Context: an optimization exercise on an open-source flow, tuned for small area, a short achievable clock period and few clock cycles. The choices shown serve that exercise and are no tape-out recipe. Where RTL was checked, it was by simulation tests only, not by an equivalence proof against the original. Only the layout flow was run in run 3; the RTL was not checked for function there. Power and IR drop assume default switching activity.

$ cat flow/run.sh
#!/bin/bash
# synth_recipe.tcl (not shown) runs the flow's synth.tcl, then flattens the netlist and writes it again
# the make line also repeats each setting of config.mk as NAME=value (left out here)
make -C /OpenROAD-flow-scripts/flow DESIGN_CONFIG=/design/flow/config.mk WORK_HOME=/design/flow/orfs CLKGATE_MAP_FILE= SYNTH_SCRIPT=/design/flow/synth_recipe.tcl finish
$ cat flow/design.v
`timescale 1ns/10ps
module JAM (
    input CLK,
    input RST,
    output reg [2:0] W,
    output reg [2:0] J,
    input [6:0] Cost,
    output reg [3:0] MatchCount,
    output reg [9:0] MinCost,
    output reg Valid );
localparam S_SCAN = 2'd0;
localparam S_WAIT = 2'd1;
localparam S_SRCH = 2'd2;
localparam S_DONE = 2'd3;
reg [1:0] state;
reg [6:0] u  [0:7];
reg [6:0] v  [0:7];
reg [2:0] ra [0:7];          
reg       c8;                
reg       p1v;
reg [2:0] p1w;
reg [3:0] p1j;
reg [6:0] cm;                
reg [6:0] vlast;             
reg       r2v;
reg [2:0] r2w, r2j;
reg [6:0] rx;                
reg       bv;
reg [2:0] bw;
reg       vav;               
reg [6:0] vadd;
reg [6:0] badd;
reg [9:0] base;
reg       donescan;
reg       x0go;
reg [9:0] P  [0:7];          
reg [2:0] js [0:6];          
reg [7:0] used;              
reg       cvld;              
reg       cdone;             
reg [2:0] rW, rWm;           
reg [2:0] jWm;               
reg       fv;
reg [2:0] fd, fj;
reg [7:0] fu;
reg [9:0] fPU;               
reg [6:0] fvj;               
reg [2:0] ffc;               
reg [6:0] creg;
reg       ev;
reg [2:0] ed, ec;
reg [7:0] eu;
reg [9:0] eK;                
reg [7:0] eT;                
reg       eneg;              
reg [2:0] efc;
function [7:0] gtm;          
    input [2:0] a;
    gtm = 8'hfe << a;
endfunction
function [7:0] ltm;          
    input [2:0] a;
    ltm = ~(8'hff << a);
endfunction
function [2:0] pe;           
    input [7:0] x;
    integer k;
    begin
        pe = 3'd0;
        for (k = 7; k >= 0; k = k - 1)
            if (x[k]) pe = k[2:0];
    end
endfunction
function [3:0] cnext;        
    input [7:0] mk;
    input [2:0] a;
    reg   [7:0] hi;
    begin
        hi = mk & gtm(a);
        cnext = {|mk, pe((|hi) ? hi : mk)};
    end
endfunction
function [7:0] between;
    input [2:0] a;
    input [2:0] s;
    between = (a < s) ? (gtm(a) & ltm(s)) : (gtm(a) | ltm(s));
endfunction
function [12:0] add12;
    input [11:0] a;
    input [11:0] b;
    input        cin;
    add12 = {1'b0, a} + {1'b0, b} + {12'd0, cin};
endfunction
function [23:0] csa;
    input [11:0] a;
    input [11:0] b;
    input [11:0] c;
    reg   [11:0] cy;
    begin
        cy = (a & b) | (a & c) | (b & c);
        csa = {a ^ b ^ c, cy[10:0], 1'b0};
    end
endfunction
function [9:0] sel10;
    input [79:0] x;
    input [2:0]  k;
    input [2:0]  o;
    integer n;
    begin
        sel10 = 10'd0;
        for (n = 0; n < 8; n = n + 1)
            sel10 = sel10 | ({10{k == n}} & x[((n + o) & 7) * 10 +: 10]);
    end
endfunction
wire [79:0] raf, uf, vf, Pf, jsf;
genvar gi;
generate
    for (gi = 0; gi < 8; gi = gi + 1) begin : g_flat
        assign raf[gi*10 +: 10] = {7'd0, ra[gi]};
        assign uf[gi*10 +: 10]  = {3'd0, u[gi]};
        assign vf[gi*10 +: 10]  = {3'd0, v[gi]};
        assign Pf[gi*10 +: 10]  = P[gi];
        assign jsf[gi*10 +: 10] = (gi == 7) ? 10'd0 : {7'd0, js[gi]};
    end
endgenerate
wire [2:0]  W1  = W + 3'd1;
wire [9:0]  pw  = sel10(Pf, W, 3'd0);
wire [6:0]  vj  = sel10(vf, J, 3'd0);
wire [6:0]  uw  = sel10(uf, W, 3'd0);
wire [2:0]  ra1 = sel10(raf, W, 3'd1);
wire [12:0] PUs = add12({2'b00, pw}, {5'h1f, ~uw}, 1'b1);
wire [9:0]  PU  = PUs[9:0];              
wire [7:0]  uc  = used | (8'd1 << J);
wire [7:0]  fhi = ~uc & ~ltm(ra1);
wire [2:0]  fc  = pe((|fhi) ? fhi : ~uc);
wire [23:0] tq  = csa({2'b00, MinCost}, {2'b11, ~fPU}, {5'd0, fvj});
wire [12:0] Ts  = add12(tq[23:12], {tq[11:1], 1'b1}, 1'b0);
wire [11:0] T   = Ts[11:0];
wire [12:0] Ks  = add12({2'b00, fPU}, {5'h1f, ~fvj}, 1'b1);
wire [9:0]  K   = Ks[9:0];
wire       cfree = cvld && J == rW && W != 3'd7;
wire [3:0] nA  = cnext(~used & between(J, rW), J);
wire       okA = nA[3];
wire [2:0] Wm  = W - 3'd1;
wire [2:0] ra2 = sel10(raf, W, 3'd6);   
wire [2:0] jp2 = sel10(jsf, W, 3'd6);   
wire [7:0] uB  = used & ~(8'd1 << jWm);
wire [3:0] nB  = cnext(~uB & between(jWm, rWm), jWm);
wire       okB = nB[3];
wire       le    = {1'b0, creg} <= eT;
wire       lt    = {1'b0, creg} <  eT;
wire       acc   = ev && !eneg && le;
wire       leaf  = (ed == 3'd7);
wire       redir = acc && !leaf;
wire [9:0] sum   = eK + creg;                  
wire [6:0] cmin  = (p1w == 3'd0 || Cost < cm) ? Cost : cm;
wire [6:0] ru    = u[r2w];
wire [7:0] rd    = {1'b0, rx} - {1'b0, ru};      
wire       rlt   = rd[7];
wire       rfirst = (r2j == 3'd0);
wire [6:0] nu    = (rfirst || rlt) ? rx : ru;
always @(posedge CLK or posedge RST) begin
    if (RST) begin
        state <= S_SCAN;
        c8 <= 1'b0;
        W <= 3'd0;
        J <= 3'd0;
        Valid <= 1'b0;
        p1v <= 1'b0;
        r2v <= 1'b0;
        bv <= 1'b0;
        vav <= 1'b0;
        donescan <= 1'b0;
        x0go <= 1'b0;
        cvld <= 1'b0;
        cdone <= 1'b0;
        fv <= 1'b0;
        ev <= 1'b0;
    end else begin
        p1v <= (state == S_SCAN);
        r2v <= p1v && p1j != 4'd0;
        bv <= r2v && r2j == 3'd7;
        vav <= p1v && p1j != 4'd8 && p1w == 3'd7;
        donescan <= bv && bw == 3'd7;        
        x0go <= donescan;
        fv <= cvld && !cfree && state == S_SRCH && !redir;
        ev <= fv && !redir;
        case (state)
        S_SCAN: begin
            {c8, J, W} <= {c8, J, W} + 7'd1;
            if (c8 && W == 3'd7) state <= S_WAIT;
        end
        S_WAIT: begin
            if (x0go) begin
                state <= S_SRCH;
                W <= 3'd0;
                J <= ra[0];
                cvld <= 1'b1;
                cdone <= 1'b0;
            end
        end
        S_SRCH: begin
            if (redir) begin
                W <= ed + 3'd1;
                J <= efc;
                cvld <= 1'b1;
                cdone <= 1'b0;
            end else if (cfree) begin
                W <= W1;
                J <= fc;
                cvld <= 1'b1;
            end else if (cdone) begin
                if (!fv && !ev) begin
                    state <= S_DONE;
                    Valid <= 1'b1;
                end
            end else if (okA) begin
                J <= nA[2:0];
                cvld <= 1'b1;
            end else if (W == 3'd0) begin
                cdone <= 1'b1;
                cvld <= 1'b0;
            end else if (okB) begin
                W <= Wm;
                J <= nB[2:0];
                cvld <= 1'b1;
            end else begin
                W <= Wm;
                J <= jWm;
                cvld <= 1'b0;
            end
        end
        default: ;
        endcase
    end
end
integer i;
always @(posedge CLK) begin
    p1w <= W;
    p1j <= {c8, J};
    if (state == S_SCAN || state == S_WAIT) begin
        P[0] <= {3'd0, Cost};
        for (i = 1; i < 8; i = i + 1) P[i] <= P[i - 1];
    end
    if (p1v && p1j != 4'd8) begin
        cm <= cmin;
        if (p1w == 3'd7) begin
            v[p1j[2:0]] <= cmin;
            vlast <= cmin;
        end
    end
    rx <= P[7][6:0] - vlast;
    r2w <= p1w;
    r2j <= p1j[2:0] - 3'd1;
    if (r2v) begin
        u[r2w] <= nu;
        if (rfirst || rlt) ra[r2w] <= r2j;
    end
    badd <= nu;
    bw <= r2w;
    vadd <= cmin;
    if (state == S_SCAN && p1v && p1w == 3'd0 && p1j == 4'd0)
        base <= 10'd0;
    else if (vav || bv)
        base <= base + (vav ? vadd : 7'd0) + (bv ? badd : 7'd0);
    if (x0go)
        P[0] <= base;
    creg <= Cost;
    fd <= W;
    fj <= J;
    fu <= used;
    fPU <= PU;
    fvj <= vj;
    ffc <= fc;
    ed <= fd;
    ec <= fj;
    eu <= fu;
    eK <= K;
    eneg <= T[11];
    eT <= (T[10:8] != 3'd0) ? 8'hff : T[7:0];
    efc <= ffc;
    if (state != S_SRCH) begin
        rW <= ra[0];
    end else if (redir) begin
        rW <= sel10(raf, ed, 3'd1);
        rWm <= sel10(raf, ed, 3'd0);
        jWm <= ec;
    end else if (cfree) begin
        rW <= ra1;
        rWm <= rW;
        jWm <= J;
    end else if (!cdone && !okA && W != 3'd0) begin
        rW <= rWm;
        rWm <= ra2;
        jWm <= jp2;
    end
    if (state == S_SCAN || state == S_WAIT) begin
        MinCost <= 10'h3ff;
        used <= 8'd0;
    end else if (state == S_SRCH) begin
        if (acc && leaf) begin
            if (lt) begin
                MinCost <= sum;
                MatchCount <= 4'd1;
            end else begin
                MatchCount <= MatchCount + 4'd1;
            end
        end
        if (ev && !leaf) begin
            js[ed] <= ec;
            P[ed + 3'd1] <= sum;
        end
        if (cfree) begin
            js[W] <= J;
            P[W1] <= pw;
        end
        if (redir) begin
            used <= eu | (8'd1 << ec);
        end else if (cfree) begin
            used <= uc;
        end else if (!cdone && !okA && W != 3'd0) begin
            used <= uB;
        end
    end
end
endmodule
$ cat flow/constraint.sdc
create_clock -name core_clock -period 6.0 [get_ports {CLK}]
set_input_delay 1.2000 -clock core_clock [delete_from_list [all_inputs] [get_ports {CLK}]]
set_output_delay 1.2000 -clock core_clock [all_outputs]
set_load 0.01 [all_outputs]
$ cat flow/config.mk
export PLATFORM = sky130hd
export DESIGN_NAME = JAM
export DESIGN_NICKNAME = JAM
export VERILOG_FILES = /design/flow/design.v
export SDC_FILE = /design/flow/constraint.sdc
export NUM_CORES = 4
export LEC_CHECK = 0
export ABC_AREA = 1
export CAP_MARGIN = 20
export CORE_MARGIN = 2
export CORE_UTILIZATION = 65
export SETUP_SLACK_MARGIN = 2.5
export SLEW_MARGIN = 20
==> results of run 1 <==
sequential cells by signal, summed over array words and instances, names as in the netlist, 21 cells and up:
signal,cells
P,80
v,56
ra,24
u,56
js,21
worst min-delay path by stage:
stage / end / slack, ns / cells past startpoint
after floorplan: efc[0]$_DFF_P_ / 0.31 / 0
after global placement: eu[6]$_DFF_P_ / 0.31 / 0
after detailed placement: efc[1]$_DFF_P_ / 0.31 / 0
after CTS: efc[1]$_DFF_P_ / 0.33 / 0
after global routing: eu[0]$_DFF_P_ / 0.33 / 0
final: eu[5]$_DFF_P_ / 0.33 / 0
per-stage QoR:
stage	instances	hold WS [ns]	area, µm²
after global placement	2857	0.3095	22650
after CTS	2962	0.3281	24500
after detailed placement	2857	0.3144	22660
after global routing	3002	0.3345	25100
final	3002	0.3275	25100
after floorplan	2429	0.3096	22010
logic make-up after synthesis:
| family | after synthesis | share of synthesized area |
|---|---|---|
| compound gates | 579 | 0.1611 |
| xor+xnor | 45 | 0.01792 |
| simple gates | 844 | 0.1670 |
| buf+inv | 426 | 0.07554 |
| fa+ha+maj | 118 | 0.07429 |
| flops | 417 | 0.5042 |
metal layers:
metal / GRT usage / share of wire
met4: 0.2389 / 0.065
met1: 0.5078 / 0.37
met3: 0.09190 / 0.12
met5: 0 / 0
met2: 0.6113 / 0.44
area by class of cell:
cell class              count  area, µm²  area share
multi-input cells        1587       9673      0.3854
clock inverters            21      165.2    0.006580
inverters                 367       1426     0.05683
flip-flops and latches    417      11100      0.4423
well taps                 448      560.5     0.02233
clock buffers              61       1257     0.05010
repair buffers            101      915.9     0.03649
layout by cell type, fill, tap and decap left out, types with 29 or more instances in the layout:
cell | netlist | routed
clkdlybuf4s50_1 | 0 | 29
edfxtp_1 | 264 | 264
o211ai_1 | 42 | 42
o21ai_1 | 36 | 42
buf_4 | 4 | 63
ha_1 | 97 | 89
o21ai_0 | 176 | 169
xor2_1 | 37 | 36
a21oi_1 | 135 | 130
nand3_1 | 106 | 97
nor2_1 | 175 | 162
clkbuf_16 | 0 | 47
dfxtp_1 | 133 | 131
a221oi_1 | 35 | 30
o22ai_1 | 47 | 47
inv_1 | 330 | 319
nand2_1 | 455 | 450
synthesized netlist by cell type, types with 35 or more instances:
master / number
nand3_1: 106
o211ai_1: 42
a21oi_1: 135
dfxtp_1: 133
edfxtp_1: 264
clkbuf_1: 37
a221oi_1: 35
nand2_1: 455
ha_1: 97
o22ai_1: 47
xor2_1: 37
inv_1: 330
nor2_1: 175
o21ai_0: 176
o21ai_1: 36
repair_timing:
item / 4_1_cts / 5_1_grt
pin swaps: 7 / 15
setup buffers: 23 / 38
endpoints found under the setup margin: 267 / 320
gates resized for setup: 64 / 56
gates cloned: 0 / 2
where the power goes:
part           internal [mW]  switching (mW)  total (mW)
sequential              3.27           0.139        3.40
clock                   1.52            1.18        2.70
combinational          0.401           0.711        1.11
==> flow_summary.json, run 1 <==
{
  "status": "timing/DRC/antenna clean",
  "path_class": "flip-flop to flip-flop",
  "clock_tree.root_cell": "clkbuf_16",
  "startpoint_type": "flip-flop",
  "final_util": 0.7504,
  "synthTopCellsByArea": "edfxtp_1, dfxtp_1, nand2_1",
  "wire_per_inst_um": 23.64,
  "io_pins": 30,
  "cp_common_cell": "nand2_1",
  "critPathMaxStageDelay_ns": 0.44,
  "cp_slowest_cell": "dfrtp_2",
  "num-fill-cells": 2319,
  "hold_class": "flip-flop to flip-flop",
  "cts_hold_buf": 0,
  "worst_slack_ns": 2.374,
  "critPathBufInv": 4,
  "rows": 67,
  "ys_seq_area_frac": 0.5042,
  "nets": 2645,
  "drt_pass1_iterations": 7,
  "clk_pin_slew_ns": 0.06,
  "gr-total-overflow": 0,
  "reg2reg_to": "fPU[9]$_DFF_P_",
  "yosysTopAreaCellShare": 0.3604,
  "yosysUniqueCellTypes": 66,
  "ant_nets": 0,
  "cp.required_ns": 6.42,
  "cts.sinks": 417,
  "grt_antenna_before_repair": 0,
  "die-area_mm2": 0.03533,
  "preCtsSetupSlack_ns": 1.352,
  "die_y_um": 188.0,
  "die_x_um": 188.0,
  "setup_viol": 0,
  "hold_start": "fu[5]$_DFF_P_",
  "avgViaCountPerCell": 6.403,
  "core-area_mm2": 0.03345,
  "leakagePower_nw": 10.72,
  "io_buffers": 29,
  "grt_pass1_vias": 18180,
  "synthArstFlopShare": 0.04796,
  "path_cells": "buf_12 > clkinvlp_4 > ha_4 > nand2_4 > clkinvlp_4 > buf_4 > nand2_1 > o221ai_1 > a21oi_1 > o221ai_1 > a221oi_2 > ha_1 > nand2_1 > nor2_2 > a211oi_4 > o31ai_4 > nand2_1 > nand2_1 > a21oi_2 > nand3_1 > xor2_1",
  "skew_ns": 0.02184,
  "endpoint_kind": "flip-flop",
  "cp.arrival_ns": 4.04,
  "grt_max_degree": 23,
  "cp.depth": 21,
  "synthCells": 2429,
  "layout-drive-gt1-share": 0.1241,
  "cp_max_fo": 6,
  "dp_hpwl_um": 50430,
  "rr_worst_depth": 21,
  "power_mw": 7.220,
  "wl_um": 70950,
  "cts_made_buffers": 44,
  "powerDensity_mw_per_mm2": 287.6,
  "syn-num-nets": 2556,
  "drc": 0,
  "ys_ff_latch": 417,
  "place_congestion": 1.070,
  "finalSetupTns_ns": 0,
  "synth_top_area_cell": "edfxtp_1",
  "clk_latency_ns": 0.59,
  "hold_viol": 0,
  "drv_cap": 0,
  "peakVddDrop_mv": 0.3098,
  "diodes": 0,
  "max_slew_margin": 0.2194,
  "finalCriticalPeriod_ns": 3.626,
  "crit_family": "compound AO/OA/AOI/OAI gates",
  "rsz0062_at_grt": "yes",
  "drtIter0Drc": 2600,
  "htree_levels": 2,
  "synth_ff_type": "edfxtp_1",
  "cp-endpoint": "fPU[9]$_DFF_P_",
  "cts_tree": "done",
  "synth_edf_count": 264,
  "worstMarginPinSlew_ns": 1.169,
  "timing.rr.start": "W[0]$_DFFE_PP0P_",
  "syn-cell-area_mm2": 0.02200,
  "dr_total_vias": 19220,
  "cts_buffer_depth": 3,
  "finalCritPeriodShare": 0.6043,
  "slew_viol_final": 0,
  "ys_warn_count": 1,
  "crit_path_start": "W[0]$_DFFE_PP0P_",
  "areaGrowthSynthToFinish_pct": 14.11,
  "syn_area_per_cell_um2": 9.056,
  "r2r_slack_ns": 2.37,
  "start_util": 0.6576,
  "clock.fmax_mhz": 275.8,
  "grt_first_pass_wirelength_um": 105100,
  "grt.total_usage": 0.3948
}
Testbench counts, summed over its fixed seeds: cycles 7,032.
==> run 2, diff against run 1 <==
--- a/flow/config.mk
+++ b/flow/config.mk
@@ -5,7 +5,6 @@
 export SDC_FILE = /design/flow/constraint.sdc
 export NUM_CORES = 4
 export LEC_CHECK = 0
-export ABC_AREA = 1
 export CAP_MARGIN = 20
 export CORE_MARGIN = 2
 export CORE_UTILIZATION = 65
==> run 2 against run 1 <==
Total power is 0.45% higher. Synthesized cell count is 8.9% lower. First-iteration DRC count is 14% higher. Critical endpoint unchanged. Highest routed layer is now met5. Critical path type unchanged.
==> flow_summary.json, run 2 <==
{
  "layout-drive-gt1-share": 0.1405,
  "slew_viol_final": 0,
  "status": "timing/DRC/antenna clean",
  "multi_input_area_mm2": 0.01072,
  "critPathMaxStageDelay_ns": 0.77,
  "io_buffers": 29,
  "r2r_slack_ns": 2.35,
  "cts_made_buffers": 43,
  "hold_start": "fu[3]$_DFF_P_",
  "reg2reg_to": "fPU[9]$_DFF_P_",
  "peakVddDrop_mv": 0.5100,
  "die_x_um": 189.7,
  "avgViaCountPerCell": 7.028,
  "synthTopCellsByArea": "edfxtp_1, dfxtp_1, ha_1",
  "dp.cells": 2590,
  "drc": 0,
  "leakagePower_nw": 10.54,
  "wl_um": 73680,
  "gr-total-overflow": 0,
  "grt.total_usage": 0.4047,
  "cts_tree": "done",
  "synthArstFlopShare": 0.04796,
  "drt_pass1_iterations": 14,
  "cp_slowest_cell": "a222oi_1",
  "power_mw": 7.252,
  "areaGrowthSynthToFinish_pct": 14.59,
  "startpoint_type": "flip-flop",
  "clk_pin_slew_ns": 0.07,
  "nets": 2399,
  "endpoint_kind": "flip-flop",
  "final_common_cell": "edfxtp_1",
  "max_slew_margin": 0.2250,
  "synthCells": 2212,
  "drv_cap": 0,
  "place_area_mm2": 0.02306,
  "skew_ns": 0.01869,
  "holdWs_ns": 0.3197,
  "grt_use_met1": 0.5114,
  "cts_buffer_depth": 3,
  "syn-cell-area_mm2": 0.02241,
  "largest_register": "P",
  "most-common-layout-cells": "edfxtp_1, nand2_1, o21ai_0, nor2_1, inv_1",
  "rsz0062_at_grt": "yes",
  "path_cells": "buf_4 > ha_4 > buf_6 > buf_4 > a222oi_1 > nand2_1 > a222oi_1 > ha_1 > o21ai_1 > nand2b_1 > a21o_1 > a21o_1 > nor3_2 > xnor2_1",
  "gr-max-usage-layer": "met2",
  "regArea_mm2": 0.01110,
  "worst_slack_ns": 2.354,
  "place_congestion": 1.023,
  "cts.sinks": 417,
  "grt_pass1_vias": 18290,
  "finalSetupTns_ns": 0,
  "syn-num-nets": 2339,
  "hold_viol": 0,
  "drtIter0Drc": 2967,
  "syn_area_per_cell_um2": 10.13,
  "grt_antenna_before_repair": 2,
  "synth_top_area_cell": "edfxtp_1",
  "io_pins": 30,
  "preCtsSetupSlack_ns": 1.872,
  "clock_tree.root_cell": "clkbuf_16",
  "die_y_um": 189.7,
  "hold_class": "flip-flop to flip-flop",
  "yosysTopAreaCellShare": 0.3538,
  "final_util": 0.7619,
  "dp_hpwl_um": 49270,
  "fin_area_mm2": 0.02567,
  "grt_max_degree": 43,
  "synth_edf_count": 264,
  "cts_hold_buf": 0,
  "ys_seq_area_frac": 0.4950,
  "instances_no_fill": 2758,
  "wire_per_inst_um": 26.72,
  "ys_ff_latch": 417,
  "cp.arrival_ns": 4.09,
  "met2_usage": 0.6385,
  "htree_levels": 2,
  "use_met3": 0.1249,
  "dr_total_vias": 19380,
  "timing.rr.start": "W[1]$_DFFE_PP0P_",
  "die-area_mm2": 0.03597,
  "start_util": 0.6649,
  "clk_latency_ns": 0.57,
  "core-area_mm2": 0.03370,
  "rr_worst_depth": 14,
  "cp.required_ns": 6.45,
  "yosysUniqueCellTypes": 85,
  "num-fill-cells": 2250,
  "worstMarginPinSlew_ns": 1.154,
  "powerDensity_mw_per_mm2": 282.5,
  "grt_first_pass_wirelength_um": 109100,
  "rows": 67,
  "setup_viol": 0,
  "synthTopCellsByCount": "edfxtp_1, nand2_1, o21ai_0, nor2_1, inv_1",
  "cp_max_fo": 13,
  "ys_warn_count": 1,
  "yosysMostFrequentCell": "edfxtp_1",
  "path_class": "flip-flop to flip-flop",
  "finalCritPeriodShare": 0.6077,
  "synth_ff_type": "edfxtp_1",
  "clock.fmax_mhz": 274.3,
  "hold_path_end": "eu[3]$_DFF_P_",
  "finalCriticalPeriod_ns": 3.646,
  "largest_register_ffs": 80,
  "holdPathStages": 0,
  "ant_nets": 0
}
run 2: cell types whose count changed in the layout (fill, tap and decap cells not counted), moves of 27 or more:
cell,change
a211oi_1,+30
inv_1,-188
a222oi_1,+76
nand2_1,-218
o21ai_1,-38
mux2_2,+27
buf_4,+33
nand3_1,-59
mux2i_1,+43
o22ai_1,-40
run 2: logic make-up after synthesis:
logic type,synth area share
simple gates,0.1321
compound gates,0.1914
flops,0.4950
buf+inv,0.04685
fa+ha+maj,0.07382
mux,0.04439
xor+xnor,0.01642
run 2: worst max path at each step:
stage	endpoint	slack, ns	cells after the start	from
3_3_place_gp	fPU[9]$_DFF_P_	2.02	16	W[1]$_DFFE_PP0P_
5_1_grt	fPU[9]$_DFF_P_	2.25	17	W[0]$_DFFE_PP0P_
6_report	fPU[9]$_DFF_P_	2.35	14	W[1]$_DFFE_PP0P_
4_1_cts	fPU[9]$_DFF_P_	2.38	17	W[0]$_DFFE_PP0P_
3_5_place_dp	fPU[9]$_DFF_P_	1.87	16	W[1]$_DFFE_PP0P_
2_1_floorplan	fPU[9]$_DFF_P_	2.22	18	W[1]$_DFFE_PP0P_
run 2: routing by layer:
layer	wire, µm	up-vias
met3	10660	320
li1	-	8379
met1	25890	9087
met4	4209	2
met2	32900	1594
met5	13	-
run 2: layout make-up:
type	count	area share
well taps	448	0.02183
multi-input cells	1526	0.4177
clock inverters	21	0.009016
repair buffers	142	0.04985
flip-flops and latches	417	0.4324
clock buffers	58	0.04766
inverters	142	0.02115
diodes	4	0.0003899
run 2: critical path: cells and delay by family, from the launching register on:
kind	cells	cell delay (ns)
compound gates	5	1.53
xor+xnor	1	0.09
fa+ha+maj	2	0.60
buf+inv	3	0.53
flops	1	0.45
simple gates	3	0.31
run 2: power breakdown:
| part | internal (mW) | total [mW] | switching, mW |
|---|---|---|---|
| sequential | 3.24 | 3.40 | 0.161 |
| clock | 1.61 | 2.76 | 1.15 |
| combinational | 0.483 | 1.09 | 0.611 |
| total | 5.33 | 7.25 | 1.92 |
run 2: repair_timing:
action / in CTS / in global routing
endpoints found under the setup margin: 258 / 284
setup buffers: 51 / 27
gates cloned: 4 / 1
gates resized for setup: 64 / 37
pin swaps: 25 / 23
==> run 3, diff against run 2 <==
--- a/flow/design.v
+++ b/flow/design.v
@@ -16,6 +16,7 @@
 reg [6:0] u  [0:7];
 reg [6:0] v  [0:7];
 reg [2:0] ra [0:7];          
+reg [3:0] s2 [0:7];          
 reg       c8;                
 reg       p1v;
 reg [2:0] p1w;
@@ -40,12 +41,15 @@
 reg       cdone;             
 reg [2:0] rW, rWm;           
 reg [2:0] jWm;               
+reg [7:0] vb;                
 reg       fv;
 reg [2:0] fd, fj;
 reg [7:0] fu;
 reg [9:0] fPU;               
 reg [6:0] fvj;               
 reg [2:0] ffc;               
+reg       ffra;              
+reg [3:0] fs2;               
 reg [6:0] creg;
 reg       ev;
 reg [2:0] ed, ec;
@@ -54,6 +58,9 @@
 reg [7:0] eT;                
 reg       eneg;              
 reg [2:0] efc;
+reg       efra;
+reg [7:0] eT2;               
+reg       eneg2;
 function [7:0] gtm;          
     input [2:0] a;
     gtm = 8'hfe << a;
@@ -112,7 +119,8 @@
             sel10 = sel10 | ({10{k == n}} & x[((n + o) & 7) * 10 +: 10]);
     end
 endfunction
-wire [79:0] raf, uf, vf, Pf, jsf;
+wire [79:0] raf, uf, vf, Pf, jsf, s2f;
+wire [7:0]  vbr;             
 genvar gi;
 generate
     for (gi = 0; gi < 8; gi = gi + 1) begin : g_flat
@@ -121,6 +129,8 @@
         assign vf[gi*10 +: 10]  = {3'd0, v[gi]};
         assign Pf[gi*10 +: 10]  = P[gi];
         assign jsf[gi*10 +: 10] = (gi == 7) ? 10'd0 : {7'd0, js[gi]};
+        assign s2f[gi*10 +: 10] = {6'd0, s2[gi]};
+        assign vbr[gi] = (gi == 0) ? 1'b0 : vb[gi - 1];
     end
 endgenerate
 wire [2:0]  W1  = W + 3'd1;
@@ -133,25 +143,30 @@
 wire [7:0]  uc  = used | (8'd1 << J);
 wire [7:0]  fhi = ~uc & ~ltm(ra1);
 wire [2:0]  fc  = pe((|fhi) ? fhi : ~uc);
+wire        fcra = ~uc[ra1];
+wire [3:0]  s21 = sel10(s2f, W, 3'd1);
 wire [23:0] tq  = csa({2'b00, MinCost}, {2'b11, ~fPU}, {5'd0, fvj});
 wire [12:0] Ts  = add12(tq[23:12], {tq[11:1], 1'b1}, 1'b0);
 wire [11:0] T   = Ts[11:0];
 wire [12:0] Ks  = add12({2'b00, fPU}, {5'h1f, ~fvj}, 1'b1);
 wire [9:0]  K   = Ks[9:0];
+wire [12:0] T2s = add12(T, {8'hff, ~fs2}, 1'b1);
+wire [11:0] T2  = T2s[11:0];
 wire       cfree = cvld && J == rW && W != 3'd7;
 wire [3:0] nA  = cnext(~used & between(J, rW), J);
-wire       okA = nA[3];
+wire       okA = nA[3] && vb[W];
 wire [2:0] Wm  = W - 3'd1;
 wire [2:0] ra2 = sel10(raf, W, 3'd6);   
 wire [2:0] jp2 = sel10(jsf, W, 3'd6);   
 wire [7:0] uB  = used & ~(8'd1 << jWm);
 wire [3:0] nB  = cnext(~uB & between(jWm, rWm), jWm);
-wire       okB = nB[3];
+wire       okB = nB[3] && vbr[W];
 wire       le    = {1'b0, creg} <= eT;
 wire       lt    = {1'b0, creg} <  eT;
 wire       acc   = ev && !eneg && le;
 wire       leaf  = (ed == 3'd7);
-wire       redir = acc && !leaf;
+wire       cv    = !eneg2 && {1'b0, creg} <= eT2;
+wire       redir = acc && !leaf && (efra || cv);
 wire [9:0] sum   = eK + creg;                  
 wire [6:0] cmin  = (p1w == 3'd0 || Cost < cm) ? Cost : cm;
 wire [6:0] ru    = u[r2w];
@@ -159,6 +174,10 @@
 wire       rlt   = rd[7];
 wire       rfirst = (r2j == 3'd0);
 wire [6:0] nu    = (rfirst || rlt) ? rx : ru;
+wire [3:0] rs    = s2[r2w];
+wire [6:0] rdd   = rlt ? (ru - rx) : rd[6:0];    
+wire [3:0] rdc   = (rdd > 7'd15) ? 4'd15 : rdd[3:0];
+wire [3:0] ns2   = rfirst ? 4'd15 : (rlt || rdc < rs) ? rdc : rs;
 always @(posedge CLK or posedge RST) begin
     if (RST) begin
         state <= S_SCAN;
@@ -254,6 +273,7 @@
     r2j <= p1j[2:0] - 3'd1;
     if (r2v) begin
         u[r2w] <= nu;
+        s2[r2w] <= ns2;
         if (rfirst || rlt) ra[r2w] <= r2j;
     end
     badd <= nu;
@@ -272,6 +292,8 @@
     fPU <= PU;
     fvj <= vj;
     ffc <= fc;
+    ffra <= fcra;
+    fs2 <= s21;
     ed <= fd;
     ec <= fj;
     eu <= fu;
@@ -279,6 +301,9 @@
     eneg <= T[11];
     eT <= (T[10:8] != 3'd0) ? 8'hff : T[7:0];
     efc <= ffc;
+    efra <= ffra;
+    eneg2 <= T2[11];
+    eT2 <= (T2[10:8] != 3'd0) ? 8'hff : T2[7:0];
     if (state != S_SRCH) begin
         rW <= ra[0];
     end else if (redir) begin
@@ -297,6 +322,7 @@
     if (state == S_SCAN || state == S_WAIT) begin
         MinCost <= 10'h3ff;
         used <= 8'd0;
+        vb <= 8'h01;
     end else if (state == S_SRCH) begin
         if (acc && leaf) begin
             if (lt) begin
@@ -313,7 +339,9 @@
         if (cfree) begin
             js[W] <= J;
             P[W1] <= pw;
+            vb[W1] <= 1'b1;
         end
+        if (redir) vb[ed + 3'd1] <= cv;
         if (redir) begin
             used <= eu | (8'd1 << ec);
         end else if (cfree) begin
==> run 3 against run 2 <==
Sequential cell count rose by 55. Die area rose by 15%. Global-route usage fell by 1.5 points. Clock skew barely moved. Fmax fell by 27%. Setup slack got worse by 1.4 ns. Clock power rose by 9.1%. Total power rose by 14%. Cell count rose by 17%. Sequential share of layout area fell by 2.2 points. Largest power group unchanged. Highest routed layer unchanged.
==> flow_summary.json, run 3 <==
{
  "status": "timing/DRC/antenna clean",
  "hold_class": "flip-flop to flip-flop",
  "syn_area_per_cell_um2": 10.18,
  "yosysTopAreaCellShare": 0.3433,
  "cp_slowest_cell": "or4b_4",
  "clk_latency_ns": 0.60,
  "diodes": 0,
  "cts_made_buffers": 49,
  "endpoint_kind": "flip-flop",
  "die_x_um": 203.6,
  "synthArstFlopShare": 0.04237,
  "ys_warn_count": 1,
  "grt.total_usage": 0.3901,
  "grt_first_pass_wirelength_um": 123500,
  "path_cells": "mux4_2 > nor2_1 > a21oi_1 > a21oi_1 > inv_1 > ha_4 > nand3_4 > a21oi_4 > nor2_2 > a211o_4 > mux2_4 > a31oi_4 > xnor2_2 > or4b_4 > ha_4 > nor4_4 > nand2_1 > o31ai_4 > buf_4 > mux2_4 > nand2_4",
  "powerDensity_mw_per_mm2": 269.6,
  "wl_um": 82920,
  "worstMarginPinSlew_ns": 1.173,
  "core-area_mm2": 0.03955,
  "wire_per_inst_um": 25.76,
  "reg2reg_to": "s2[4][1]$_DFFE_PP_",
  "synthTopCellsByCount": "edfxtp_1, nand2_1, nor2_1, a21oi_1",
  "grt_max_degree": 40,
  "slew_viol_final": 0,
  "largest_register": "P",
  "avgViaCountPerCell": 6.945,
  "areaGrowthSynthToFinish_pct": 17.99,
  "syn-num-nets": 2696,
  "io_pins": 30,
  "htree_levels": 2,
  "num-fill-cells": 2558,
  "cts.sinks": 472,
  "drv_cap": 0,
  "finalSetupTns_ns": 0,
  "syn-cell-area_mm2": 0.02589,
  "critPathMaxStageDelay_ns": 0.56,
  "critPathBufInv": 2,
  "cp.arrival_ns": 5.46,
  "rr_worst_depth": 21,
  "ys_seq_area_frac": 0.4832,
  "synth_ff_type": "edfxtp_1",
  "multi_input_area_mm2": 0.01320,
  "drtIter0Drc": 3344,
  "finalCriticalPeriod_ns": 5.017,
  "synth_edf_count": 296,
  "holdPathStages": 0,
  "dr_total_vias": 22360,
  "cts_tree": "done",
  "hold_path_end": "eu[7]$_DFF_P_",
  "clock.fmax_mhz": 199.3,
  "worst_slack_ns": 0.9832,
  "startpoint_type": "flip-flop",
  "timing.rr.start": "ed[1]$_DFF_P_",
  "rows": 73,
  "cts_hold_buf": 0,
  "skew_ns": 0.01845,
  "synthCells": 2543,
  "cts_buffer_depth": 3,
  "grt_pass1_vias": 21240,
  "nets": 2806,
  "clk_pin_slew_ns": 0.07,
  "start_util": 0.6547,
  "regArea_mm2": 0.01254,
  "synthTopCellsByArea": "edfxtp_1, dfxtp_1, ha_1",
  "synth_top_area_cell": "edfxtp_1",
  "die_y_um": 203.6,
  "ant_nets": 0,
  "drc": 0,
  "grt_antenna_before_repair": 4,
  "gr-total-overflow": 0,
  "clock_tree.root_cell": "clkbuf_16",
  "io_buffers": 29,
  "ys_ff_latch": 472,
  "drt_pass1_iterations": 10,
  "cp_max_fo": 8,
  "yosysMostFrequentCell": "edfxtp_1",
  "r2r_slack_ns": 0.98,
  "max_slew_margin": 0.2180,
  "largest_register_ffs": 80,
  "leakagePower_nw": 12.11,
  "yosysUniqueCellTypes": 99,
  "dp_hpwl_um": 53080,
  "hold_viol": 0,
  "rsz0062_at_grt": "yes",
  "most-common-layout-cells": "edfxtp_1, nand2_1, nor2_1, a21oi_1, buf_4",
  "final_common_cell": "edfxtp_1",
  "place_congestion": 0.9426,
  "die-area_mm2": 0.04145,
  "cp.required_ns": 6.45,
  "hold_start": "fu[7]$_DFF_P_",
  "path_class": "flip-flop to flip-flop",
  "crit_family": "compound AO/OA/AOI/OAI gates",
  "layout-drive-gt1-share": 0.1978,
  "setup_viol": 0,
  "preCtsSetupSlack_ns": 0.2534,
  "finalCritPeriodShare": 0.8361,
  "peakVddDrop_mv": 0.2339
}
[run 3: timing repair]
| action | 4_1_cts | 5_1_grt |
|---|---|---|
| buffers inserted | 88 | 51 |
| pin swaps | 59 | 64 |
| gates cloned | 1 | 1 |
| resized for setup | 123 | 108 |
| hold endpoints to repair | 0 | 0 |
| setup endpoints to repair | 307 | 346 |
[run 3: layer usage]
metal  global-route usage  vias up  share of wire
li1                     -     9669              -
met1               0.5300    10700           0.38
met2               0.5992     1631           0.45
met3              0.07542      347           0.12
met4               0.2007        8          0.057
met5                    0        -        0.00052
[run 3: cells by family (layout without fill, tap and decap cells)]
family / after synthesis / in the layout / share of synthesized area
flip-flops: 472 / 472 / 0.4832
XOR/XNOR: 60 / 60 / 0.02029
multiplexers: 108 / 108 / 0.05083
AO/OA/AOI/OAI: 707 / 708 / 0.1906
buffers and inverters: 315 / 465 / 0.04687
AND/OR/NAND/NOR: 734 / 734 / 0.1304
adder cells (fa/ha/maj): 147 / 147 / 0.07775
[run 3: how the worst max path moves through the flow]
stage / slack (ns) / end / cells past startpoint / start
2_1_floorplan: 1.05 / s2[0][0]$_DFFE_PP_ / 22 / ed[1]$_DFF_P_
3_3_place_gp: 0.39 / s2[2][3]$_DFFE_PP_ / 19 / ed[0]$_DFF_P_
3_5_place_dp: 0.25 / s2[1][3]$_DFFE_PP_ / 19 / ed[0]$_DFF_P_
4_1_cts: 1.07 / s2[0][3]$_DFFE_PP_ / 20 / ed[1]$_DFF_P_
5_1_grt: 0.79 / s2[4][1]$_DFFE_PP_ / 22 / ed[1]$_DFF_P_
6_report: 0.98 / s2[4][1]$_DFFE_PP_ / 21 / ed[1]$_DFF_P_
[run 3: layout make-up]
class                      count  area share
clock inverter                16    0.004382
sequential                   472      0.4105
multi-input combinational   1757      0.4320
tap                          525     0.02150
timing repair buffer         214     0.06393
clock buffer                  76     0.04648
inverter                     159     0.02117
[run 3: through the flow]
| step | hold WS [ns] | util | instances | area [µm²] | power, mW |
|---|---|---|---|---|---|
| floorplan | 0.3096 | - | 2543 | 26300 | 4.787 |
| global placement | 0.3116 | 0.6759 | 2985 | 26730 | 5.035 |
| detailed placement | 0.3121 | 0.6761 | 2986 | 26740 | 5.098 |
| CTS | 0.3091 | 0.7488 | 3167 | 29620 | 8.123 |
| global route | 0.3215 | 0.7725 | 3219 | 30550 | 8.531 |
| finish | 0.3086 | 0.7725 | 3219 | 30550 | 8.236 |
[run 3: report_power, final]
| part | switching, mW | internal (mW) |
|---|---|---|
| Combinational | 0.813 | 0.621 |
| Clock | 1.30 | 1.71 |
| Sequential | 0.121 | 3.67 |
| Total | 2.23 | 6.01 |
==> run 4, diff against run 3 <==
--- a/flow/design.v
+++ b/flow/design.v
@@ -16,7 +16,6 @@
 reg [6:0] u  [0:7];
 reg [6:0] v  [0:7];
 reg [2:0] ra [0:7];          
-reg [3:0] s2 [0:7];          
 reg       c8;                
 reg       p1v;
 reg [2:0] p1w;
@@ -41,15 +40,13 @@
 reg       cdone;             
 reg [2:0] rW, rWm;           
 reg [2:0] jWm;               
-reg [7:0] vb;                
 reg       fv;
 reg [2:0] fd, fj;
 reg [7:0] fu;
-reg [9:0] fPU;               
+reg [9:0] fpw;               
+reg [6:0] fuw;               
 reg [6:0] fvj;               
 reg [2:0] ffc;               
-reg       ffra;              
-reg [3:0] fs2;               
 reg [6:0] creg;
 reg       ev;
 reg [2:0] ed, ec;
@@ -58,9 +55,6 @@
 reg [7:0] eT;                
 reg       eneg;              
 reg [2:0] efc;
-reg       efra;
-reg [7:0] eT2;               
-reg       eneg2;
 function [7:0] gtm;          
     input [2:0] a;
     gtm = 8'hfe << a;
@@ -119,8 +113,7 @@
             sel10 = sel10 | ({10{k == n}} & x[((n + o) & 7) * 10 +: 10]);
     end
 endfunction
-wire [79:0] raf, uf, vf, Pf, jsf, s2f;
-wire [7:0]  vbr;             
+wire [79:0] raf, uf, vf, Pf, jsf;
 genvar gi;
 generate
     for (gi = 0; gi < 8; gi = gi + 1) begin : g_flat
@@ -129,8 +122,6 @@
         assign vf[gi*10 +: 10]  = {3'd0, v[gi]};
         assign Pf[gi*10 +: 10]  = P[gi];
         assign jsf[gi*10 +: 10] = (gi == 7) ? 10'd0 : {7'd0, js[gi]};
-        assign s2f[gi*10 +: 10] = {6'd0, s2[gi]};
-        assign vbr[gi] = (gi == 0) ? 1'b0 : vb[gi - 1];
     end
 endgenerate
 wire [2:0]  W1  = W + 3'd1;
@@ -138,35 +129,42 @@
 wire [6:0]  vj  = sel10(vf, J, 3'd0);
 wire [6:0]  uw  = sel10(uf, W, 3'd0);
 wire [2:0]  ra1 = sel10(raf, W, 3'd1);
-wire [12:0] PUs = add12({2'b00, pw}, {5'h1f, ~uw}, 1'b1);
-wire [9:0]  PU  = PUs[9:0];              
 wire [7:0]  uc  = used | (8'd1 << J);
 wire [7:0]  fhi = ~uc & ~ltm(ra1);
 wire [2:0]  fc  = pe((|fhi) ? fhi : ~uc);
-wire        fcra = ~uc[ra1];
-wire [3:0]  s21 = sel10(s2f, W, 3'd1);
-wire [23:0] tq  = csa({2'b00, MinCost}, {2'b11, ~fPU}, {5'd0, fvj});
+wire [23:0] tq0 = csa({2'b00, MinCost}, {2'b11, ~fpw}, {5'd0, fvj});
+wire [23:0] tq  = csa(tq0[23:12], tq0[11:0], {5'd0, fuw});
 wire [12:0] Ts  = add12(tq[23:12], {tq[11:1], 1'b1}, 1'b0);
 wire [11:0] T   = Ts[11:0];
-wire [12:0] Ks  = add12({2'b00, fPU}, {5'h1f, ~fvj}, 1'b1);
+wire [23:0] kq  = csa({2'b00, fpw}, {5'h1f, ~fvj}, {5'h1f, ~fuw});
+wire [12:0] Ks  = add12(kq[23:12], {kq[11:1], 1'b1}, 1'b1);
 wire [9:0]  K   = Ks[9:0];
-wire [12:0] T2s = add12(T, {8'hff, ~fs2}, 1'b1);
-wire [11:0] T2  = T2s[11:0];
 wire       cfree = cvld && J == rW && W != 3'd7;
-wire [3:0] nA  = cnext(~used & between(J, rW), J);
-wire       okA = nA[3] && vb[W];
+wire [7:0] fA  = ~used;
+wire [7:0] gJ  = gtm(J);
+wire [7:0] lS  = ltm(rW);
+wire [7:0] a1  = fA & gJ & lS;           
+wire [7:0] a2  = fA & gJ;                
+wire [7:0] a3  = fA & lS;                
+wire [3:0] nA  = (J < rW) ? {|a1, pe(a1)} : (|a2) ? {1'b1, pe(a2)} : {|a3, pe(a3)};
+wire       okA = nA[3];
 wire [2:0] Wm  = W - 3'd1;
 wire [2:0] ra2 = sel10(raf, W, 3'd6);   
 wire [2:0] jp2 = sel10(jsf, W, 3'd6);   
 wire [7:0] uB  = used & ~(8'd1 << jWm);
-wire [3:0] nB  = cnext(~uB & between(jWm, rWm), jWm);
-wire       okB = nB[3] && vbr[W];
+wire [7:0] fB  = ~uB;
+wire [7:0] gB  = gtm(jWm);
+wire [7:0] lB  = ltm(rWm);
+wire [7:0] b1  = fB & gB & lB;
+wire [7:0] b2  = fB & gB;
+wire [7:0] b3  = fB & lB;
+wire [3:0] nB  = (jWm < rWm) ? {|b1, pe(b1)} : (|b2) ? {1'b1, pe(b2)} : {|b3, pe(b3)};
+wire       okB = nB[3];
 wire       le    = {1'b0, creg} <= eT;
 wire       lt    = {1'b0, creg} <  eT;
 wire       acc   = ev && !eneg && le;
 wire       leaf  = (ed == 3'd7);
-wire       cv    = !eneg2 && {1'b0, creg} <= eT2;
-wire       redir = acc && !leaf && (efra || cv);
+wire       redir = acc && !leaf;
 wire [9:0] sum   = eK + creg;                  
 wire [6:0] cmin  = (p1w == 3'd0 || Cost < cm) ? Cost : cm;
 wire [6:0] ru    = u[r2w];
@@ -174,10 +172,6 @@
 wire       rlt   = rd[7];
 wire       rfirst = (r2j == 3'd0);
 wire [6:0] nu    = (rfirst || rlt) ? rx : ru;
-wire [3:0] rs    = s2[r2w];
-wire [6:0] rdd   = rlt ? (ru - rx) : rd[6:0];    
-wire [3:0] rdc   = (rdd > 7'd15) ? 4'd15 : rdd[3:0];
-wire [3:0] ns2   = rfirst ? 4'd15 : (rlt || rdc < rs) ? rdc : rs;
 always @(posedge CLK or posedge RST) begin
     if (RST) begin
         state <= S_SCAN;
@@ -273,7 +267,6 @@
     r2j <= p1j[2:0] - 3'd1;
     if (r2v) begin
         u[r2w] <= nu;
-        s2[r2w] <= ns2;
         if (rfirst || rlt) ra[r2w] <= r2j;
     end
     badd <= nu;
@@ -289,11 +282,10 @@
     fd <= W;
     fj <= J;
     fu <= used;
-    fPU <= PU;
+    fpw <= pw;
+    fuw <= uw;
     fvj <= vj;
     ffc <= fc;
-    ffra <= fcra;
-    fs2 <= s21;
     ed <= fd;
     ec <= fj;
     eu <= fu;
@@ -301,9 +293,6 @@
     eneg <= T[11];
     eT <= (T[10:8] != 3'd0) ? 8'hff : T[7:0];
     efc <= ffc;
-    efra <= ffra;
-    eneg2 <= T2[11];
-    eT2 <= (T2[10:8] != 3'd0) ? 8'hff : T2[7:0];
     if (state != S_SRCH) begin
         rW <= ra[0];
     end else if (redir) begin
@@ -322,7 +311,6 @@
     if (state == S_SCAN || state == S_WAIT) begin
         MinCost <= 10'h3ff;
         used <= 8'd0;
-        vb <= 8'h01;
     end else if (state == S_SRCH) begin
         if (acc && leaf) begin
             if (lt) begin
@@ -339,9 +327,7 @@
         if (cfree) begin
             js[W] <= J;
             P[W1] <= pw;
-            vb[W1] <= 1'b1;
         end
-        if (redir) vb[ed + 3'd1] <= cv;
         if (redir) begin
             used <= eu | (8'd1 << ec);
         end else if (cfree) begin
--- a/flow/config.mk
+++ b/flow/config.mk
@@ -5,6 +5,7 @@
 export SDC_FILE = /design/flow/constraint.sdc
 export NUM_CORES = 4
 export LEC_CHECK = 0
+export ABC_AREA = 1
 export CAP_MARGIN = 20
 export CORE_MARGIN = 2
 export CORE_UTILIZATION = 65
==> run 4 against run 3 <==
Still clean on timing, DRC and antenna. Clock power is 1% lower. Combinational power is 26% lower. Final area is 19% lower.
==> flow_summary.json, run 4 <==
{
  "status": "timing/DRC/antenna clean",
  "die_y_um": 188.3,
  "grt_antenna_before_repair": 2,
  "die_x_um": 188.3,
  "grt_first_pass_wirelength_um": 106900,
  "cts_buffer_depth": 3,
  "dp.cells": 2847,
  "finalCriticalPeriod_ns": 3.389,
  "path_class": "flip-flop to flip-flop",
  "p_comb_frac": 0.142,
  "yosysTopAreaCellShare": 0.3592,
  "hold_class": "flip-flop to flip-flop",
  "final_util": 0.7432,
  "layout-drive-gt1-share": 0.1092,
  "synthArstFlopShare": 0.04717,
  "clk_latency_ns": 0.60,
  "yosysUniqueCellTypes": 64,
  "hold_viol": 0,
  "synth_top_area_cell": "edfxtp_1",
  "drtIter0Drc": 2847,
  "drt_pass1_iterations": 7,
  "dp_hpwl_um": 51480,
  "cts_made_buffers": 45,
  "ys_seq_area_frac": 0.5089,
  "instances_no_fill": 2957,
  "cp.arrival_ns": 3.69,
  "cp.required_ns": 6.30,
  "num-fill-cells": 2389,
  "gr-total-overflow": 0,
  "synth_edf_count": 264,
  "core-area_mm2": 0.03345,
  "most-common-layout-cells": "nand2_1, inv_1, edfxtp_1, o21ai_0, nor2_1",
  "syn-num-nets": 2546,
  "drv_cap": 0,
  "synthTopCellsByCount": "nand2_1, inv_1, edfxtp_1, o21ai_0, nor2_1",
  "largest_register": "P",
  "grt_pass1_vias": 18230,
  "setup_viol": 0,
  "finalCritPeriodShare": 0.5648,
  "htree_levels": 2,
  "ant_nets": 0,
  "grt.total_usage": 0.4045,
  "wire_per_inst_um": 24.28,
  "avgViaCountPerCell": 6.458,
  "syn-cell-area_mm2": 0.02207,
  "largest_register_ffs": 80,
  "synthCells": 2415,
  "p_seq_frac": 0.460,
  "p_int_mw": 5.441,
  "startpoint_type": "flip-flop",
  "p_switching_mw": 2.016,
  "grt_max_degree": 25,
  "cts.sinks": 424,
  "final_common_cell": "nand2_1",
  "p_clk_frac": 0.398,
  "multi_input_area_mm2": 0.009393,
  "clock_tree.root_cell": "clkbuf_16",
  "start_util": 0.6598,
  "swShare": 0.2703,
  "diodes": 0,
  "powerDensity_mw_per_mm2": 299.9,
  "worstMarginPinSlew_ns": 1.014,
  "ys_warn_count": 1,
  "synth_ff_type": "edfxtp_1",
  "regArea_mm2": 0.01125,
  "dr_total_vias": 19100,
  "cts_tree": "done",
  "cp_max_fo": 13,
  "nets": 2603,
  "rsz0062_at_grt": "yes",
  "syn_area_per_cell_um2": 9.139,
  "slew_viol_final": 0,
  "rows": 67,
  "wl_um": 71780,
  "finalSetupTns_ns": 0,
  "leakagePower_nw": 10.55,
  "max_slew_margin": 0.3171,
  "skew_ns": 0.03076,
  "synthTopCellsByArea": "edfxtp_1, dfxtp_1, nand2_1",
  "io_pins": 30,
  "drc": 0,
  "ys_ff_latch": 424,
  "endpoint_kind": "flip-flop",
  "die-area_mm2": 0.03544,
  "clock.fmax_mhz": 295.1,
  "areaGrowthSynthToFinish_pct": 12.64,
  "io_buffers": 29,
  "yosysMostFrequentCell": "nand2_1",
  "place_congestion": 1.039,
  "peakVddDrop_mv": 0.3565,
  "clk_pin_slew_ns": 0.06
}
[run 4: cell count changes after synthesis, sizes merged, moves of 34 or more]
cell,change
clkbuf,-72
a222oi,-80
nand3,+50
nand2,+161
a21o,-36
a211oi,-34
inv,+218
mux2,-68
o21ai,+84
[run 4: power by group through the flow]
stage	sequential [mW]	combinational, mW	clock, mW
2_1_floorplan	3.42	0.695	0
3_3_place_gp	3.48	0.930	0
3_5_place_dp	3.48	0.983	0
4_1_cts	3.42	1.01	2.96
5_1_grt	3.44	1.18	3.07
6_report	3.43	1.06	2.97
[run 4: layout make-up]
| type | count | share of cell area |
|---|---|---|
| Sequential cell | 424 | 0.4526 |
| Multi-Input combinational cell | 1548 | 0.3778 |
| Inverter | 382 | 0.05919 |
| Clock buffer | 54 | 0.04832 |
| Timing Repair Buffer | 71 | 0.02451 |
| Tap cell | 448 | 0.02255 |
| Clock inverter | 30 | 0.01500 |
[run 4: worst paths after layout]
path,to,depth (start not counted),slack (ns),startpoint
worst max-delay path,P[6][2]$_DFFE_PP_,13,2.61,W[0]$_DFFE_PP0P_
worst min-delay path,efc[1]$_DFF_P_,0,0.32,ffc[1]$_DFF_P_
worst max register to register,P[6][2]$_DFFE_PP_,13,2.61,W[0]$_DFFE_PP0P_
worst min register to register,efc[1]$_DFF_P_,0,0.32,ffc[1]$_DFF_P_
max in group asynchronous,W[2]$_DFFE_PP0P_,2,4.14,RST
min in group asynchronous,x0go$_DFF_PP0_,2,1.14,RST
[run 4: cell families after synthesis]
group / after synthesis / share of synthesized area
simple gates: 783 / 0.1521
compound gates: 606 / 0.1661
buf+inv: 444 / 0.07829
flops: 424 / 0.5089
fa+ha+maj: 122 / 0.08039
xor+xnor: 36 / 0.01429
[run 4: critical path, cell delays in order (launching register included)]
cell,delay [ns]
dfrtp_2,0.57
clkinvlp_4,0.25
ha_4,0.29
nand2_4,0.23
inv_1,0.09
buf_4,0.23
a221oi_2,0.37
nand2_1,0.08
a221oi_1,0.26
inv_1,0.07
a21oi_1,0.14
nand2_1,0.12
clkinvlp_4,0.24
o21ai_0,0.14
[run 4: stage by stage]
stage | hold slack (ns) | total power [mW] | area (µm²) | worst slack (ns)
2_1_floorplan | 0.3096 | 4.118 | 22070 | 2.614
4_1_cts | 0.3257 | 7.402 | 24490 | 2.503
5_1_grt | 0.3224 | 7.680 | 24860 | 2.388
3_5_place_dp | 0.3121 | 4.467 | 22770 | 1.617
6_report | 0.3234 | 7.457 | 24860 | 2.611
3_3_place_gp | 0.3102 | 4.411 | 22760 | 1.788
[run 4: timing repair]
action                     4_1_cts  5_1_grt
cloned                           1        0
hold buffers                     0        0
resized for setup               35       69
setup endpoints to repair      300      309
pin swaps                        4       15
setup buffers                    5       20
[run 4: routing by layer]
metal,up-vias,GRT usage,share of wire
met3,325,0.1134,0.14
met5,-,0,0.00018
met2,1475,0.6045,0.43
li1,8413,-,-
met4,2,0.2005,0.055
met1,8881,0.5455,0.37
Testbench counts of run 4, summed over its fixed seeds: cycles 7,032.
==> run 5, diff against run 4 <==
--- a/flow/config.mk
+++ b/flow/config.mk
@@ -5,7 +5,6 @@
 export SDC_FILE = /design/flow/constraint.sdc
 export NUM_CORES = 4
 export LEC_CHECK = 0
-export ABC_AREA = 1
 export CAP_MARGIN = 20
 export CORE_MARGIN = 2
 export CORE_UTILIZATION = 65
==> run 5 against run 4 <==
Core utilization increased by 0.63 points. Synthesized area is 1.2% higher. Combinational power down 7%. First-iteration DRC count decreased by 9.2%. Die area up 1.2%. Highest routed layer unchanged.
==> flow_summary.json, run 5 <==
{
  "status": "timing/DRC/antenna clean",
  "syn_area_per_cell_um2": 10.46,
  "grt.total_usage": 0.3733,
  "dp.cells": 2512,
  "io_buffers": 29,
  "areaGrowthSynthToFinish_pct": 13.10,
  "die-area_mm2": 0.03586,
  "synthTopCellsByCount": "edfxtp_1, nand2_1, nor2_1, a21oi_1, dfxtp_1",
  "clk_latency_ns": 0.59,
  "finalCritPeriodShare": 0.5696,
  "grt_antenna_before_repair": 1,
  "synthTopCellsByArea": "edfxtp_1, dfxtp_1, ha_1",
  "synthCells": 2135,
  "syn-num-nets": 2266,
  "cp.arrival_ns": 3.87,
  "most-common-layout-cells": "edfxtp_1, nand2_1, nor2_1, a21oi_1, dfxtp_1",
  "startpoint_type": "flip-flop",
  "largest_register": "P",
  "clk_pin_slew_ns": 0.06,
  "setup_viol": 0,
  "yosysTopAreaCellShare": 0.3550,
  "place_congestion": 0.9526,
  "cts_made_buffers": 45,
  "rr_worst_depth": 16,
  "layout-drive-gt1-share": 0.1341,
  "swShare": 0.2568,
  "p_switching_mw": 1.840,
  "worstMarginPinSlew_ns": 1.198,
  "p_clk_frac": 0.388,
  "max_slew_margin": 0.1956,
  "cp.required_ns": 6.45,
  "rsz0062_at_grt": "yes",
  "clock.fmax_mhz": 292.6,
  "endpoint_kind": "flip-flop",
  "finalCriticalPeriod_ns": 3.418,
  "avgViaCountPerCell": 6.838,
  "start_util": 0.6627,
  "p_comb_frac": 0.137,
  "slew_viol_final": 0,
  "ys_seq_area_frac": 0.5029,
  "finalSetupTns_ns": 0,
  "die_y_um": 189.4,
  "p_seq_frac": 0.475,
  "synth_edf_count": 264,
  "place_area_mm2": 0.02291,
  "yosysUniqueCellTypes": 94,
  "htree_levels": 2,
  "wl_um": 66660,
  "dr_total_vias": 18070,
  "drv_cap": 0,
  "clock_tree.root_cell": "clkbuf_16",
  "largest_register_ffs": 80,
  "path_class": "flip-flop to flip-flop",
  "cts_hold_buf": 0,
  "holdPathStages": 0,
  "core-area_mm2": 0.03370,
  "gr-total-overflow": 0,
  "nets": 2288,
  "peakVddDrop_mv": 0.2867,
  "syn-cell-area_mm2": 0.02233,
  "ant_nets": 0,
  "io_pins": 30,
  "synth_top_area_cell": "edfxtp_1",
  "drtIter0Drc": 2585,
  "fin_area_mm2": 0.02526,
  "synthArstFlopShare": 0.04717,
  "synth_ff_type": "edfxtp_1",
  "ys_warn_count": 1,
  "ys_ff_latch": 424,
  "drc": 0,
  "die_x_um": 189.4,
  "hold_viol": 0,
  "wire_per_inst_um": 25.22,
  "final_common_cell": "edfxtp_1",
  "yosysMostFrequentCell": "edfxtp_1",
  "num-fill-cells": 2287,
  "leakagePower_nw": 9.975,
  "grt_max_degree": 51,
  "grt_pass1_vias": 17440,
  "power_mw": 7.165,
  "cts.sinks": 424,
  "instances_no_fill": 2643,
  "rows": 67,
  "p_int_mw": 5.325,
  "powerDensity_mw_per_mm2": 283.7,
  "cts_buffer_depth": 3,
  "drt_pass1_iterations": 15,
  "grt_first_pass_wirelength_um": 101600,
  "dp_hpwl_um": 46280,
  "hold_class": "flip-flop to flip-flop",
  "skew_ns": 0.02221,
  "cp_max_fo": 8,
  "cts_tree": "done"
}
[run 5: cell types whose count changed after synthesis, moves of 22 or more]
cell      delta
a222oi_1    +68
clkbuf_1    +57
a211oi_1    +27
inv_1      -217
o21ai_0     -76
a21o_1      +31
nand2_1    -211
mux2_2      +33
mux2i_1     +46
o22ai_1     -28
nor2b_1     +25
inv_2       -22
o21ai_1     -27
nand3_1     -54
[run 5: cells by family after synthesis]
family | after synthesis | share of synthesized area
compound gates | 613 | 0.1885
simple gates | 585 | 0.1212
flops | 424 | 0.5029
buf+inv | 264 | 0.04639
fa+ha+maj | 123 | 0.07989
mux | 88 | 0.04633
xor+xnor | 38 | 0.01490
[run 5: final cells by class]
class | count | area [µm²] | area share
multi-input cells | 1449 | 10550 | 0.4178
repair buffers | 101 | 907.1 | 0.03591
well taps | 448 | 560.5 | 0.02219
clock inverters | 22 | 234.0 | 0.009263
clock buffers | 61 | 1227 | 0.04859
flip-flops and latches | 424 | 11240 | 0.4452
diodes | 2 | 5.005 | 0.0001981
inverters | 136 | 528.0 | 0.02090
[run 5: routing by layer]
layer | vias to the layer above | routed length (µm) | track usage
met4 | 2 | 3523 | 0.1902
met1 | 8684 | 24760 | 0.4763
li1 | 8016 | - | -
met2 | 1146 | 31290 | 0.6019
met5 | - | 13 | 0
met3 | 224 | 7069 | 0.08341
[run 5: path summary, 6_finish.rpt]
kind / endpoint / slack [ns] / from
worst max-delay path: eT[0]$_SDFF_PP1_ / 2.58 / fvj[1]$_DFF_P_
worst min-delay path: eu[2]$_DFF_P_ / 0.33 / fu[2]$_DFF_P_
worst max register to register: eT[0]$_SDFF_PP1_ / 2.58 / fvj[1]$_DFF_P_
worst min register to register: eu[2]$_DFF_P_ / 0.33 / fu[2]$_DFF_P_
max in group asynchronous: W[0]$_DFFE_PP0P_ / 4.18 / RST
min in group asynchronous: cvld$_DFFE_PP0P_ / 1.15 / RST
[run 5: what timing repair did]
action | 4_1_cts | 5_1_grt
setup buffers | 16 | 28
gates cloned | 2 | 0
pin swaps | 11 | 20
setup endpoints to repair | 314 | 239
resized for setup | 57 | 73
endpoints found under the hold margin | 0 | 0
[run 5: power groups by stage]
stage | clock network (mW) | registers [mW] | logic (mW)
2_1_floorplan | 0 | 3.41 | 0.723
4_1_cts | 2.79 | 3.40 | 0.954
6_report | 2.78 | 3.41 | 0.981
5_1_grt | 2.89 | 3.42 | 1.10
3_3_place_gp | 0 | 3.46 | 0.894
3_5_place_dp | 0 | 3.47 | 0.938
[run 5: worst max-delay path, stage by stage, from the launching register on]
cell and delay, ns:
dfxtp_2 0.32, inv_2 0.04, fa_1 0.52, inv_1 0.05, fa_1 0.53, inv_2 0.06
fa_2 0.36, nor2b_1 0.12, o21ai_1 0.09, a21boi_1 0.13, o21a_1 0.19, o21ai_2 0.09
a21oi_2 0.23, nand4_1 0.12, o211ai_1 0.13, buf_4 0.20, o211ai_1 0.11
[run 5: metrics by stage]
step           utilization  hold WS [ns]  worst slack, ns
2_1_floorplan            -        0.3096            2.550
3_3_place_gp        0.6795        0.3096            1.452
3_5_place_dp        0.6797        0.3121            1.289
4_1_cts             0.7351        0.3253            2.370
5_1_grt             0.7494        0.3313            2.343
6_report            0.7495        0.3254            2.582
==> run 6, diff against run 5 <==
--- a/flow/config.mk
+++ b/flow/config.mk
@@ -5,8 +5,9 @@
 export SDC_FILE = /design/flow/constraint.sdc
 export NUM_CORES = 4
 export LEC_CHECK = 0
+export ABC_AREA = 1
 export CAP_MARGIN = 20
 export CORE_MARGIN = 2
 export CORE_UTILIZATION = 65
-export SETUP_SLACK_MARGIN = 2.5
+export SETUP_SLACK_MARGIN = 2.0
 export SLEW_MARGIN = 20
==> run 6 against run 5 <==
Setup slack worse by 0.36 ns. Via count is 4.5% higher. First-iteration DRC count grew 6.6%. Core utilization is 1.9 points lower. Clock skew is 0.0026 ns higher. Synthesized area is 1.2% lower. Fmax fell by 9.5%. Sequential share of layout area increased by 1.5 points. Sequential cell count unchanged. Cell count up 11%. Total power rose by 3.6%. Highest routed layer unchanged.
==> flow_summary.json, run 6 <==
{
  "yosysTopAreaCellShare": 0.3592,
  "ant_nets": 0,
  "max_slew_margin": 0.3141,
  "syn-cell-area_mm2": 0.02207,
  "synth_top_family_by_area": "compound AO/OA/AOI/OAI gates",
  "cp_slowest_cell": "dfrtp_2",
  "synth_edf_count": 264,
  "grt_antenna_before_repair": 1,
  "finalCriticalPeriod_ns": 3.778,
  "muxShareOfSynthArea": 0,
  "synthTopCellsByArea": "edfxtp_1, dfxtp_1, nand2_1",
  "cp_max_fo": 16,
  "cts_tree": "done",
  "rr_worst_depth": 25,
  "wl_um": 70900,
  "cp.arrival_ns": 4.25,
  "syn-num-nets": 2546,
  "critPathMaxStageDelay_ns": 0.52,
  "dr_total_vias": 18880,
  "largest_register_ffs": 80,
  "drv_cap": 0,
  "crit_path_start": "W[0]$_DFFE_PP0P_",
  "grt_max_degree": 25,
  "finalSetupTns_ns": 0,
  "ys_warn_count": 1,
  "synth-simple-area-share": 0.1521,
  "worstMarginPinSlew_ns": 1.018,
  "core-area_mm2": 0.03345,
  "synthXorXnorAreaFrac": 0.01429,
  "peakVddDrop_mv": 0.3576,
  "avgViaCountPerCell": 6.429,
  "cts_buffer_depth": 3,
  "holdWs_ns": 0.3234,
  "gr-total-overflow": 0,
  "synth_ff_type": "edfxtp_1",
  "hold_viol": 0,
  "startpoint_type": "flip-flop",
  "grt.total_usage": 0.4024,
  "htree_levels": 2,
  "setup_viol": 0,
  "areaGrowthSynthToFinish_pct": 10.70,
  "io_pins": 30,
  "num-fill-cells": 2468,
  "synthArstFlopShare": 0.04717,
  "skew_ns": 0.02483,
  "rsz0062_at_grt": "no",
  "die_x_um": 188.3,
  "r2r_slack_ns": 2.22,
  "cts_made_buffers": 45,
  "slew_viol_final": 0,
  "clock_tree.root_cell": "clkbuf_16",
  "cp.required_ns": 6.47,
  "drt_pass1_iterations": 7,
  "finalCritPeriodShare": 0.6297,
  "ys_ff_latch": 424,
  "synth_top_area_cell": "edfxtp_1",
  "synthCells": 2415,
  "most-common-layout-cells": "nand2_1, inv_1, edfxtp_1, o21ai_0, nor2_1",
  "die-area_mm2": 0.03544,
  "syn_area_per_cell_um2": 9.139,
  "synthAdderAreaFrac": 0.08039,
  "drc": 0,
  "clk_latency_ns": 0.60,
  "grt_pass1_vias": 18140,
  "ys_seq_area_frac": 0.5089,
  "endpoint_kind": "flip-flop",
  "cts_hold_buf": 0,
  "place_congestion": 1.039,
  "swShare": 0.2690,
  "hold_class": "flip-flop to flip-flop",
  "p_comb_frac": 0.139,
  "p_switching_mw": 1.997,
  "dp_hpwl_um": 51480,
  "cp_common_cell": "nand2_1",
  "cp-endpoint": "J[0]$_DFFE_PP0P_",
  "powerDensity_mw_per_mm2": 303.9,
  "clock.fmax_mhz": 264.7,
  "p_int_mw": 5.427,
  "layout-drive-gt1-share": 0.07593,
  "clk_pin_slew_ns": 0.06,
  "io_buffers": 29,
  "status": "timing/DRC/antenna clean",
  "die_y_um": 188.3,
  "diodes": 0,
  "leakagePower_nw": 10.47,
  "synth_compound_area_frac": 0.1661,
  "reg2reg_to": "J[0]$_DFFE_PP0P_",
  "yosysUniqueCellTypes": 64,
  "start_util": 0.6598,
  "largest_register": "P",
  "drtIter0Drc": 2756,
  "p_clk_frac": 0.399,
  "grt_first_pass_wirelength_um": 106200,
  "path_class": "flip-flop to flip-flop",
  "yosysMostFrequentCell": "nand2_1",
  "synthTopCellsByCount": "nand2_1, inv_1, edfxtp_1, o21ai_0, nor2_1",
  "p_seq_frac": 0.462,
  "final_common_cell": "nand2_1",
  "wire_per_inst_um": 24.14,
  "timing.rr.start": "W[0]$_DFFE_PP0P_",
  "cts.sinks": 424,
  "nets": 2583,
  "rows": 67
}
==> run 6: changes by cell type in the layout (fill, tap and decap cells not counted), moves of 41 or more <==
cell,before,now
a222oi_1,68,0
nand3_1,32,94
o21ai_0,112,193
inv_1,127,349
mux2i_1,46,0
buf_4,63,22
nand2_1,200,416
==> run 6: worst max-delay path: cells and delay by family, from the launching register on <==
kind / cells / cell delay (ns)
AND/OR/NAND/NOR: 21 / 1.88
buffers and inverters: 3 / 0.80
adder cells (fa/ha/maj): 1 / 0.46
flip-flops: 1 / 0.52
==> run 6: final cells by class <==
class | instances | area [µm²] | area share
clock buffers | 54 | 1201 | 0.04917
clock inverters | 30 | 372.9 | 0.01526
inverters | 382 | 1441 | 0.05900
multi-input cells | 1547 | 9144 | 0.3743
flip-flops and latches | 424 | 11240 | 0.4599
well taps | 448 | 560.5 | 0.02294
repair buffers | 52 | 475.5 | 0.01946
==> run 6: how the worst min path moves through the flow <==
stage | end | from | cells past startpoint
global route | efc[2]$_DFF_P_ | ffc[2]$_DFF_P_ | 0
detailed placement | eu[0]$_DFF_P_ | fu[0]$_DFF_P_ | 0
CTS | eu[7]$_DFF_P_ | fu[7]$_DFF_P_ | 0
floorplan | efc[0]$_DFF_P_ | ffc[0]$_DFF_P_ | 0
finish | efc[1]$_DFF_P_ | ffc[1]$_DFF_P_ | 0
global placement | eu[2]$_DFF_P_ | fu[2]$_DFF_P_ | 0
==> run 6: what timing repair did <==
action / CTS / global route
resized for setup: 1 / 11
setup buffers: 0 / 6
pin swaps: 0 / 2
endpoints found under the setup margin: 78 / 139
==> run 6: layer usage <==
layer	routed length (µm)	up-vias	global-route usage	part of all wire
li1	-	8369	-	-
met1	26500	8786	0.5409	0.37
met2	30700	1459	0.6050	0.43
met3	10270	264	0.1177	0.14
met4	3397	4	0.1884	0.048
met5	28	-	0	0.00039
==> run 6: power by group through the flow <==
stage | clock, mW | combinational (mW) | sequential, mW
floorplan | 0 | 0.695 | 3.42
global placement | 0 | 0.930 | 3.48
detailed placement | 0 | 0.983 | 3.48
CTS | 2.96 | 1.00 | 3.42
global route | 3.07 | 1.14 | 3.44
finish | 2.97 | 1.03 | 3.43
==> run 6: kinds of logic after synthesis <==
group | count (synthesis)
AND/OR/NAND/NOR | 783
AO/OA/AOI/OAI | 606
buffers and inverters | 444
flip-flops | 424
adder cells (fa/ha/maj) | 122
XOR/XNOR | 36
==> run 6: metrics by stage <==
step / total power, mW / setup WS [ns] / cells / utilization / instance area [µm²]
finish: 7.424 / 2.222 / 2937 / 0.7304 / 24430
global route: 7.653 / 2.005 / 2937 / 0.7304 / 24430
global placement: 4.411 / 1.788 / 2847 / 0.6805 / 22760
detailed placement: 4.467 / 1.617 / 2847 / 0.6807 / 22770
CTS: 7.394 / 2.022 / 2931 / 0.7279 / 24350
floorplan: 4.118 / 2.614 / 2415 / - / 22070

Check on run 6: ideal ports give 2.222 ns setup slack; a clkbuf_16 on the clock port and buf_2 on the inputs give 2.222 ns; moving port delays by the midpoint clock arrival (0.643 ns) as well gives 1.954 ns.
